This is an optimization exercise on Yosys and OpenROAD, whose aim is small area, not a production implementation.
Only simulation tests tie the RTL to the original design; equivalence was not proved.
No activity file was given, so power comes from the tool's default toggle rates.

==> job 2571: inputs <==
Design vpx_brd_ctrl_core, start of the top module:
module vpx_brd_ctrl_core
 (
	clk,   						 
	rst_n,						 
	vcc1p0_pgood_i,
	vcc3p3_fmc_pgood_i,
	vcc_vadj_fmc_pgood_i,
	vcc1p2_pgood_i,
	vcc1p8_fpga_pgood_i,
	vcc1p5_fpga_pgood_i,
	vcc0p75_fpga_pgood_i,
	vcc1p0_mgtavcc_pgood_i,
	vcc1p2_mgtavtt_pgood_i,
	vcc3p3_pgood_i,
	dspa_sspcs1_i,		  			 
	dspa_sspck_i,					 
	dspa_sspmiso_o,					 
	dspa_sspmosi_i,         		 
	dspb_sspcs1_i,		  			 
	dspb_sspck_i,					 
	dspb_sspmiso_o,					 
	dspb_sspmosi_i,         		 
	vcc2p5_pgood_i,			
	vcc1p8_dsp_pgood_i,     
	vcc1p5_dsp_pgood_i,	    
	vcc0p75_dsp_pgood_i,	
	sys_pgood_o,			
	vcc2p5_en_o,			
	vcc1p8_dsp_en_o,        
	vcc1p5_dsp_en_o,				
	vcc0p75_dsp_en_o,		
	dspa_gpio_i,					 
	dspa_gpio_o,					 
	dspa_gpio_en,					 
	dspb_gpio_i,					 
	dspb_gpio_o,					 
	dspb_gpio_en,					 
	full_reset_i,					 
	dspa_warm_reset_i,				 
	dspb_warm_reset_i,				 
	fpga_rst_i,						 
	fpga_rst_o,						 
	dspa_trgrstz_i, 				 
	dspb_trgrstz_i, 				 
	dspa_debug_led_o,				 
	dspb_debug_led_o,				 
	dspa_porz_o,					 
	dspa_resetfullz_o,				 
	dspa_resetz_o,					 
	dspa_lresetz_o,					 
	dspa_coresel_o,					 
	dspa_resetstat_n_i,				 
	dspa_nmiz_o,					 
	dspa_lresetnmienz_o,			 
	dspa_bootcomplete_i,             
	dspa_paclksel_o,				 
	dspa_hout_i,					 
	dspa_sysclkout_i,				 
	dspa_timi0_o,					 
	dspb_porz_o,					 
	dspb_resetfullz_o,				 
	dspb_resetz_o,					 
	dspb_lresetz_o,					 
	dspb_coresel_o,					 
	dspb_resetstat_n_i,				 
	dspb_nmiz_o,					 
	dspb_lresetnmienz_o,			 
	dspb_bootcomplete_i,             
	dspb_paclksel_o,				 
	dspb_hout_i,					 
	dspb_sysclkout_i,				 
	dspb_timi0_o,					 
	dspa_phy_int_n_i,				 
	dspa_phy_rst_n_o,				 
	dspb_phy_int_n_i,				 
	dspb_phy_rst_n_o,				 
	dspa_ucd9222_pg1_i,				 
	dspa_ucd9222_pg2_i,				 
	dspa_ucd9222_ena1_o,   			 
	dspa_ucd9222_ena2_o,			 
	dspa_pgucd9222_i,				 
	dspa_ucd9222_rst_n_o,			 
	dspb_ucd9222_pg1_i,				 
	dspb_ucd9222_pg2_i,				 
	dspb_ucd9222_ena1_o,   			 
	dspb_ucd9222_ena2_o,			 
	dspb_pgucd9222_i,				 
	dspb_ucd9222_rst_n_o,			 
	dspa_pca9306_en_o,				 
	dspb_pca9306_en_o,				 
	dspa_nand_wp_o,					 
	dspa_nor_wp_n_o,				 
	dspa_eeprom_wp_o,				 
	dspb_nand_wp_o,					 
	dspb_nor_wp_n_o,				 
	dspb_eeprom_wp_o,				 
    dspa_vid_oe_n_o, 
	dspb_vid_oe_n_o, 
	ad9516_1_clock_reset_o,
	ad9516_1_cs_o, 
	ad9516_1_pd_o,
	ad9516_1_refsel_o,
	ad9516_1_sclk_o,
	ad9516_1_sdi_o,
	ad9516_1_ld_i,
	ad9516_2_clock_reset_o,
	ad9516_2_cs_o, 
	ad9516_2_pd_o,
	ad9516_2_refsel_o,
	ad9516_2_sclk_o,
	ad9516_2_sdi_o,
	ad9516_2_ld_i,
	sp3an_debug_led_o,
	front_led_o,
	sw_fsel_o,
	sw_qfg_o,
	srio_rst_n_o,
	sw_spd_o,
	fmc1_pg_c2m_o,
	fmc2_pg_c2m_o,
	dspa_tsip0_fsa0_o,
	dspa_tsip0_clka0_o,
	dspb_tsip0_fsa0_o,
	dspb_tsip0_clka0_o
 );
clock: 20.0 ns
lec_check: 0
cap_margin: 20
core_margin: 2
core_utilization: 40
cts_buf_list: sky130_fd_sc_hd__clkbuf_8
cts_cluster_diameter: 50
cts_cluster_size: 20
slew_margin: 20
run.sh (not shown) runs the stock make flow with config.mk's settings and CLKGATE_MAP_FILE= SYNTH_SCRIPT=/design/flow/synth_recipe.tcl, a recipe that flattens the netlist after the stock synthesis.
==> job 1135 (differences from job 2571) <==
==> flow/flow/run.sh (new file) <==
#!/bin/bash
# Layout flow: the standard ORFS flow (standard.sh), with these changes:
#  - after the standard synthesis, the logic between the registers is
#    re-mapped by ABC for area (flow/remap.tcl, flow/remap.abc); registers keep
#    their names and cell types, and the new netlist is proven equal to the
#    standard one (flow/equiv.tcl) before it is used (else the standard
#    netlist is kept);
#  - input and output ports are buffered with sky130_fd_sc_hd__buf_1;
#  - clock tree synthesis uses the arguments in flow/cts_args.txt.
# Each tool's output goes to its own log in the work folder (ORFS also writes
# each step's log under orfs/logs/).
set -euo pipefail
cts_args="$(tr '\n' ' ' < flow/cts_args.txt)"
knobs=("BUFFER_PORTS_ARGS=-buffer_cell sky130_fd_sc_hd__buf_1" "CTS_ARGS=${cts_args}")
res=orfs/results/${FLOW_PLATFORM}/vpx_brd_ctrl_core/base
bash standard.sh "${knobs[@]}" synth > make_synth.log 2>&1

YOSYS=yosys
[[ -x "${FLOW_HOME}/../tools/install/yosys/bin/yosys" ]] && YOSYS="${FLOW_HOME}/../tools/install/yosys/bin/yosys"
export REMAP_LIB="${FLOW_HOME}/platforms/${FLOW_PLATFORM}/lib/sky130_fd_sc_hd__tt_025C_1v80.lib"
export REMAP_IN="$PWD/1_2_yosys_standard.v"
export REMAP_OUT="$PWD/1_2_yosys_remap.v"
export REMAP_DONT_USE="$PWD/flow/dont_use.txt"
export REMAP_ABC="$PWD/flow/remap.abc"
cp "$res/1_2_yosys.v" "$REMAP_IN"
if "$YOSYS" -c flow/remap.tcl > yosys_remap.log 2>&1 && \
   "$YOSYS" -c flow/equiv.tcl > yosys_equiv.log 2>&1; then
  cp "$REMAP_OUT" "$res/1_2_yosys.v"
  echo "re-mapped netlist used" > remap_result.txt
else
  echo "re-map failed or not proven: standard netlist kept" > remap_result.txt
fi
bash standard.sh "${knobs[@]}" do-1_synth > make_synth_odb.log 2>&1
bash standard.sh "${knobs[@]}" finish > make_finish.log 2>&1
==> flow/flow/cts_args.txt (new file) <==
-sink_clustering_enable
-repair_clock_nets
-buf_list sky130_fd_sc_hd__clkbuf_16
-sink_clustering_size 30
-sink_clustering_max_diameter 100
-dont_use_dummy_load
==> flow/flow/dont_use.txt (new file) <==
sky130_fd_sc_hd__lpflow_bleeder_1
sky130_fd_sc_hd__lpflow_clkbufkapwr_1
sky130_fd_sc_hd__lpflow_clkbufkapwr_16
sky130_fd_sc_hd__lpflow_clkbufkapwr_2
sky130_fd_sc_hd__lpflow_clkbufkapwr_4
sky130_fd_sc_hd__lpflow_clkbufkapwr_8
sky130_fd_sc_hd__lpflow_clkinvkapwr_1
sky130_fd_sc_hd__lpflow_clkinvkapwr_16
sky130_fd_sc_hd__lpflow_clkinvkapwr_2
sky130_fd_sc_hd__lpflow_clkinvkapwr_4
sky130_fd_sc_hd__lpflow_clkinvkapwr_8
sky130_fd_sc_hd__lpflow_decapkapwr_12
sky130_fd_sc_hd__lpflow_decapkapwr_3
sky130_fd_sc_hd__lpflow_decapkapwr_4
sky130_fd_sc_hd__lpflow_decapkapwr_6
sky130_fd_sc_hd__lpflow_decapkapwr_8
sky130_fd_sc_hd__lpflow_inputiso0n_1
sky130_fd_sc_hd__lpflow_inputiso0p_1
sky130_fd_sc_hd__lpflow_inputiso1n_1
sky130_fd_sc_hd__lpflow_inputiso1p_1
sky130_fd_sc_hd__lpflow_inputisolatch_1
sky130_fd_sc_hd__lpflow_isobufsrc_1
sky130_fd_sc_hd__lpflow_isobufsrc_16
sky130_fd_sc_hd__lpflow_isobufsrc_2
sky130_fd_sc_hd__lpflow_isobufsrc_4
sky130_fd_sc_hd__lpflow_isobufsrc_8
sky130_fd_sc_hd__lpflow_isobufsrckapwr_16
sky130_fd_sc_hd__lpflow_lsbuf_lh_hl_isowell_tap_1
sky130_fd_sc_hd__lpflow_lsbuf_lh_hl_isowell_tap_2
sky130_fd_sc_hd__lpflow_lsbuf_lh_hl_isowell_tap_4
sky130_fd_sc_hd__lpflow_lsbuf_lh_isowell_4
sky130_fd_sc_hd__lpflow_lsbuf_lh_isowell_tap_1
sky130_fd_sc_hd__lpflow_lsbuf_lh_isowell_tap_2
sky130_fd_sc_hd__lpflow_lsbuf_lh_isowell_tap_4
sky130_fd_sc_hd__probe_p_8
sky130_fd_sc_hd__probec_p_8
==> flow/flow/equiv.tcl (new file) <==
# Prove the re-mapped netlist equal to the standard one, register by register.
yosys -import
read_liberty -ignore_miss_func $::env(REMAP_LIB)
read_verilog $::env(REMAP_IN)
yosys rename vpx_brd_ctrl_core gold
read_verilog $::env(REMAP_OUT)
yosys rename vpx_brd_ctrl_core gate
hierarchy -check
flatten
opt_clean
async2sync
equiv_make gold gate eq
hierarchy -top eq
equiv_simple -seq 2
equiv_induct
equiv_status -assert
==> flow/flow/remap.abc (new file) <==
strash
dc2
&get -n
&deepsyn -T 90
&dch -f
&nf -R 1000
&put
topo
stime -p
==> flow/flow/remap.tcl (new file) <==
# Re-map the combinational logic of the standard synthesis netlist for area.
# Registers (and tie cells) are kept as they are, with their names and cell
# types; only the logic between them is re-mapped by ABC.
# Environment: REMAP_LIB (liberty), REMAP_IN, REMAP_OUT (netlists),
# REMAP_DONT_USE (file with one don't-use cell per line), REMAP_ABC (script).
yosys -import
set lib $::env(REMAP_LIB)
set du {}
foreach c [split [string trim [read [open $::env(REMAP_DONT_USE)]]] "\n"] { lappend du -dont_use $c }
read_liberty -ignore_miss_func $lib
read_verilog $::env(REMAP_IN)
hierarchy -top vpx_brd_ctrl_core
blackbox sky130_fd_sc_hd__*df* sky130_fd_sc_hd__dl* sky130_fd_sc_hd__conb*
flatten
opt_clean
abc -script $::env(REMAP_ABC) -liberty $lib {*}$du
opt_clean -purge
hilomap -singleton -hicell sky130_fd_sc_hd__conb_1 HI -locell sky130_fd_sc_hd__conb_1 LO
insbuf -buf sky130_fd_sc_hd__buf_4 A X
splitnets
opt_clean -purge
tee -o remap_stat.txt stat -liberty $lib
write_verilog -noattr -nohex -nodec $::env(REMAP_OUT)
# read the result back against the cell library alone and check it
design -reset
read_liberty -lib $lib
read_verilog $::env(REMAP_OUT)
hierarchy -top vpx_brd_ctrl_core
check -assert -mapped
==> flow/standard.sh (new file) <==
#!/bin/bash
# synth_recipe.tcl (not shown) runs the flow's synth.tcl, then flattens the netlist and writes it again
# the make line also repeats each setting of config.mk as NAME=value (left out here)
make -C /OpenROAD-flow-scripts/flow DESIGN_CONFIG=/design/flow/config.mk WORK_HOME=/design/flow/orfs CLKGATE_MAP_FILE= SYNTH_SCRIPT=/design/flow/synth_recipe.tcl "${@:-finish}"
Settings changed: CTS_BUF_LIST sky130_fd_sc_hd__clkbuf_8 to not set, CTS_CLUSTER_DIAMETER 50 to not set, CTS_CLUSTER_SIZE 20 to not set.
removed: flow/run.sh
==> job 2622 (differences from job 2571) <==
==> flow/flow/run.sh (new file) <==
#!/bin/bash
# Layout flow: the standard ORFS flow (standard.sh, unchanged synthesis),
# with two settings changed:
#  - input and output ports are buffered with sky130_fd_sc_hd__buf_1 instead
#    of the default port buffer cell;
#  - clock tree synthesis uses the arguments in flow/cts_args.txt.
# make's full output goes to flow.log in the work folder; ORFS writes each
# step's log under orfs/logs/.
set -euo pipefail
cts_args="$(tr '\n' ' ' < flow/cts_args.txt)"
bash standard.sh \
  "BUFFER_PORTS_ARGS=-buffer_cell sky130_fd_sc_hd__buf_1" \
  "CTS_ARGS=${cts_args}" \
  finish > flow.log 2>&1
==> flow/flow/cts_args.txt (new file) <==
-sink_clustering_enable
-repair_clock_nets
-buf_list sky130_fd_sc_hd__clkbuf_16
-sink_clustering_size 30
-sink_clustering_max_diameter 100
-dont_use_dummy_load
==> flow/standard.sh (new file) <==
#!/bin/bash
# synth_recipe.tcl (not shown) runs the flow's synth.tcl, then flattens the netlist and writes it again
# the make line also repeats each setting of config.mk as NAME=value (left out here)
make -C /OpenROAD-flow-scripts/flow DESIGN_CONFIG=/design/flow/config.mk WORK_HOME=/design/flow/orfs CLKGATE_MAP_FILE= SYNTH_SCRIPT=/design/flow/synth_recipe.tcl "${@:-finish}"
Settings changed: CTS_BUF_LIST sky130_fd_sc_hd__clkbuf_8 to not set, CTS_CLUSTER_DIAMETER 50 to not set, CTS_CLUSTER_SIZE 20 to not set.
removed: flow/run.sh
==> qor summary <==
| item | job 2571 | job 2622 | job 1135 |
|---|---|---|---|
| Count of antenna diodes in the layout | 0 | 0 | 1 |
| Switching power share of the total | 25.3% | 21.7% | 20.9% |
| Detail Placement HPWL | 25800 um | 25900 um | 22300 um |
| Final Worst Setup Slack | 10020 ps | 10790 ps | 11340 ps |
| Total power consumption of the routed design | 1.21 mW | 1.04 mW | 1.02 mW |
| Area share of the leading cell type in the synthesized netlist | 15.9% | 15.9% | - |
| Worst hold slack after final layout | 270 ps | 278 ps | 337 ps |
| Post-synth ARST share | 46.7% | 46.7% | - |
| Post-synth cell types | 91 | 91 | - |
| Reg2reg path depth | 15 | 15 | 18 |
| Number of synthesized flops with an enable pin | 42 | 42 | - |
| Met2 track demand over resource | 28.1% | 27.6% | 27.0% |
| Sequential cell fraction of total power | 55.6% | 64.7% | 65.4% |
| Drt via density | 5.21 | 5.20 | 5.25 |
| Flop+latch power | 0.672 mW | 0.672 mW | 0.670 mW |
| WL/cell | 15.5 um | 15.5 um | 15.3 um |
| Nets | 1920 | 1898 | 1616 |
| H-tree level count | 2 | 1 | 1 |
| Number of standard cells after synthesis | 1710 | 1710 | 1391 |
| Core area | 39700 um^2 | 39700 um^2 | 34500 um^2 |
| Total length of routed met2 wires | 17300 um | 16900 um | 14200 um |
| Run status | complete, no violations | complete, no violations | complete, no violations |
| Met1 Wirelength | 16500 um | 16800 um | 14300 um |

==> afterwards: timing with drivers on the ports <==
Ports are ideal in the flow. The routed layouts listed here were re-timed in OpenROAD.
Step 1, drivers: a clkbuf_16 drives clk and a buf_2 each remaining input, both assumed.
Step 2, shift: input delay + t, output delay - t, t = (earliest + latest rising clock arrival at the registers) / 2. This alone moves slack from input paths to output paths.
a / b / c = ideal ports / drivers / drivers and shift; a / b = the first two.
| run | t, ns | slack for setup (ns) | cell pins on the clock port's net |
|---|---|---|---|
| job 2571 | 0.639 | 10.023 / 9.999 / 9.999 | 1 |
| job 1135 | 0.532 | 11.337 / 11.312 / 11.312 | 1 |
| job 2622 | 0.539 | 10.792 / 10.771 / 10.771 | 1 |
After both steps setup and hold are still met in every run listed. For job 1135, which loses most, drivers alone change the setup slack by -0.025 ns; drivers and shift together by -0.025 ns.
